This design comes from an exercise in tuning for small area, a short achievable clock period and few clock cycles on the open sky130 flow, not from production work. In this exercise RTL edits were held to simulation tests only and were not proved equivalent to the original. No activity file was given, so power comes from the tool's default toggle rates.

Design adder, start of the top module:
module adder(
    input clk,
    input reset,
    input [31:0] a,
    input [31:0] b,
    input available,
    input [4:0] exception_f,
    output [31:0] sum,
    output done
    );
    wire [7:0] ae = a[30:23];
    wire [7:0] be = b[30:23];
    wire [7:0] ep = ~(ae ^ be);
    wire [7:0] eg = ae & ~be;
    wire eg0 = eg[1] | ((ep[1] & ae[0]) & ~be[0]);
    wire ep0 = ep[1] & ep[0];
    wire eg1 = eg[2] | ((ep[2] & ae[1]) & ~be[1]);
    wire ep1 = ep[2] & ep[1];
    wire eg2 = eg[3] | ((ep[3] & ae[2]) & ~be[2]);
    wire ep2 = ep[3] & ep[2];
    wire eg3 = eg[4] | ((ep[4] & ae[3]) & ~be[3]);
    wire ep3 = ep[4] & ep[3];
    wire eg4 = eg[5] | ((ep[5] & ae[4]) & ~be[4]);
    wire ep4 = ep[5] & ep[4];
    wire eg5 = eg[6] | ((ep[6] & ae[5]) & ~be[5]);
    wire ep5 = ep[6] & ep[5];
    wire eg6 = eg[7] | ((ep[7] & ae[6]) & ~be[6]);
    wire ep6 = ep[7] & ep[6];
    wire eg7 = eg1 | ((ep1 & ae[0]) & ~be[0]);
    wire ep7 = ep1 & ep[0];
    wire eg8 = eg2 | (ep2 & eg0);
    wire ep8 = ep2 & ep0;
    wire eg9 = eg3 | (ep3 & eg1);
    wire ep9 = ep3 & ep1;
    wire eg10 = eg4 | (ep4 & eg2);
    wire ep10 = ep4 & ep2;
    wire eg11 = eg5 | (ep5 & eg3);
    wire ep11 = ep5 & ep3;
    wire eg12 = eg6 | (ep6 & eg4);
    wire ep12 = ep6 & ep4;
    wire eg13 = eg9 | ((ep9 & ae[0]) & ~be[0]);
  ...
==> flow/config.mk <==
export PLATFORM = sky130hd
export DESIGN_NAME = adder
export DESIGN_NICKNAME = adder
export VERILOG_FILES = /design/flow/design.v
export SDC_FILE = /design/flow/constraint.sdc
export NUM_CORES = 4
export LEC_CHECK = 0
export ABC_AREA = 1
export CAP_MARGIN = 20
export CORE_MARGIN = 2
export CORE_UTILIZATION = 40
export CTS_BUF_LIST = sky130_fd_sc_hd__clkbuf_4 sky130_fd_sc_hd__clkbuf_8
export SLEW_MARGIN = 20
==> flow/constraint.sdc <==
create_clock -name core_clock -period 4.0 [get_ports {clk}]
set_input_delay 0.8000 -clock core_clock [delete_from_list [all_inputs] [get_ports {clk}]]
set_output_delay 0.8000 -clock core_clock [all_outputs]
set_load 0.01 [all_outputs]
standard.sh (not shown) runs the stock make flow with config.mk's settings and CLKGATE_MAP_FILE= SYNTH_SCRIPT=/design/flow/synth_recipe.tcl, a recipe that flattens the netlist after the stock synthesis.
==> flow/flow/run.sh <==
#!/bin/bash
# Standard layout, with the I/O port buffers made from a plain buffer cell
# instead of the delay cell the resizer picks by default.
export BUFFER_PORTS_ARGS="-buffer_cell sky130_fd_sc_hd__buf_1"
bash standard.sh > standard.log 2>&1
Testbench counts at the start, summed over its fixed seeds: cycles 6,392.
==> next run, changes <==
--- a/flow/design.v
+++ b/flow/design.v
@@ -7,43 +7,43 @@
     input [4:0] exception_f,
     output [31:0] sum,
     output done
     );
     wire [7:0] ae = a[30:23];
     wire [7:0] be = b[30:23];
     wire [7:0] ep = ~(ae ^ be);
     wire [7:0] eg = ae & ~be;
-    wire eg0 = eg[1] | ((ep[1] & ae[0]) & ~be[0]);
+    wire eg0 = eg[1] | (ep[1] & eg[0]);
     wire ep0 = ep[1] & ep[0];
-    wire eg1 = eg[2] | ((ep[2] & ae[1]) & ~be[1]);
+    wire eg1 = eg[2] | (ep[2] & eg[1]);
     wire ep1 = ep[2] & ep[1];
-    wire eg2 = eg[3] | ((ep[3] & ae[2]) & ~be[2]);
+    wire eg2 = eg[3] | (ep[3] & eg[2]);
     wire ep2 = ep[3] & ep[2];
-    wire eg3 = eg[4] | ((ep[4] & ae[3]) & ~be[3]);
+    wire eg3 = eg[4] | (ep[4] & eg[3]);
     wire ep3 = ep[4] & ep[3];
-    wire eg4 = eg[5] | ((ep[5] & ae[4]) & ~be[4]);
+    wire eg4 = eg[5] | (ep[5] & eg[4]);
     wire ep4 = ep[5] & ep[4];
-    wire eg5 = eg[6] | ((ep[6] & ae[5]) & ~be[5]);
+    wire eg5 = eg[6] | (ep[6] & eg[5]);
     wire ep5 = ep[6] & ep[5];
-    wire eg6 = eg[7] | ((ep[7] & ae[6]) & ~be[6]);
+    wire eg6 = eg[7] | (ep[7] & eg[6]);
     wire ep6 = ep[7] & ep[6];
-    wire eg7 = eg1 | ((ep1 & ae[0]) & ~be[0]);
+    wire eg7 = eg1 | (ep1 & eg[0]);
     wire ep7 = ep1 & ep[0];
     wire eg8 = eg2 | (ep2 & eg0);
     wire ep8 = ep2 & ep0;
     wire eg9 = eg3 | (ep3 & eg1);
     wire ep9 = ep3 & ep1;
     wire eg10 = eg4 | (ep4 & eg2);
     wire ep10 = ep4 & ep2;
     wire eg11 = eg5 | (ep5 & eg3);
     wire ep11 = ep5 & ep3;
     wire eg12 = eg6 | (ep6 & eg4);
     wire ep12 = ep6 & ep4;
-    wire eg13 = eg9 | ((ep9 & ae[0]) & ~be[0]);
+    wire eg13 = eg9 | (ep9 & eg[0]);
     wire ep13 = ep9 & ep[0];
     wire eg14 = eg10 | (ep10 & eg0);
     wire ep14 = ep10 & ep0;
     wire eg15 = eg11 | (ep11 & eg7);
     wire ep15 = ep11 & ep7;
     wire eg16 = eg12 | (ep12 & eg8);
     wire ep16 = ep12 & ep8;
     wire co = eg16;
@@ -58,24 +58,24 @@
     assign d[7] = co ? (ep[7] ^ (eg15 | ep15)) : ~(ep[7] ^ eg15);
     wire swap = ~co;
     wire [22:0] ma = swap ? b[22:0] : a[22:0];
     wire [22:0] mb = swap ? a[22:0] : b[22:0];
     wire big = (|d[7:5]) | (d[4] & d[3]) | (d[4] & d[2] & d[1] & d[0]);
     wire [23:0] sh = big ? 24'd0 : ({1'b1, mb} >> d[4:0]);
     reg swap_r;
     reg [23:0] sh_r;    
-    reg [22:0] p;
-    reg [22:0] g;
+    reg [22:0] ma_r;
     always @(posedge clk) begin
        swap_r <= swap;
-       p <= ma ^ sh[22:0];
-       g <= ma & sh[22:0];
-       sh_r[23] <= sh[23];
+       ma_r <= ma;
+       sh_r <= sh;
     end
+    wire [22:0] p = ma_r ^ sh_r[22:0];
+    wire [22:0] g = ma_r & sh_r[22:0];
     wire [7:0] ea = swap_r ? be : ae;
     wire z = sh_r[23];
     wire mg17 = g[1] | (p[1] & g[0]);
     wire mg18 = g[2] | (p[2] & g[1]);
     wire mp18 = p[2] & p[1];
     wire mg19 = g[3] | (p[3] & g[2]);
     wire mp19 = p[3] & p[2];
     wire mg20 = g[4] | (p[4] & g[3]);
=> Final area shrinks by a few percent. Critical path depth came out higher by 1. Combinational power stays flat. Utilization is about the same. Total power stays flat. Synthesized area falls by a few percent. Routed wire length falls by a few percent. Global-route usage went up by 0.28 points. Worst setup slack gets worse by 230 ps. Sequential power falls by roughly a tenth. Via count decreases by a few percent. Hold slack improves by 7.0 ps. Non-clock buffer count is lower by 2.
Testbench counts after the change, summed over its fixed seeds: cycles 6,392.

## re-timing with driven ports
The results above use ideal ports. As a check the final layouts listed here were re-extracted and re-timed, cells and wires unchanged. Step 1 sets driving cells, clkbuf_16 on the clock port and buf_2 on the other inputs (assumed; they add their load-dependent delay and slew). Step 2 times the ports against the registers' clock, not the clock port: input delays grow and output delays shrink by t, the midpoint of the rising clock arrivals with the driver on. Three values: no drivers, after step 1, after step 2; two values: the first two.
run	shift t [ns]	slack for setup (ns)	worst hold slack (ns)	worst setup path at the end
the first run	0.318	0.593 / 0.567 / 0.327	0.295 / 0.289 / 0.607	input to register
the second run	0.312	0.362 / 0.335 / 0.208	0.302 / 0.297 / 0.609	input to register
After both steps setup and hold are still met in every run listed. For the first run, which loses most, drivers alone change the setup slack by -0.026 ns; drivers and shift together by -0.266 ns.
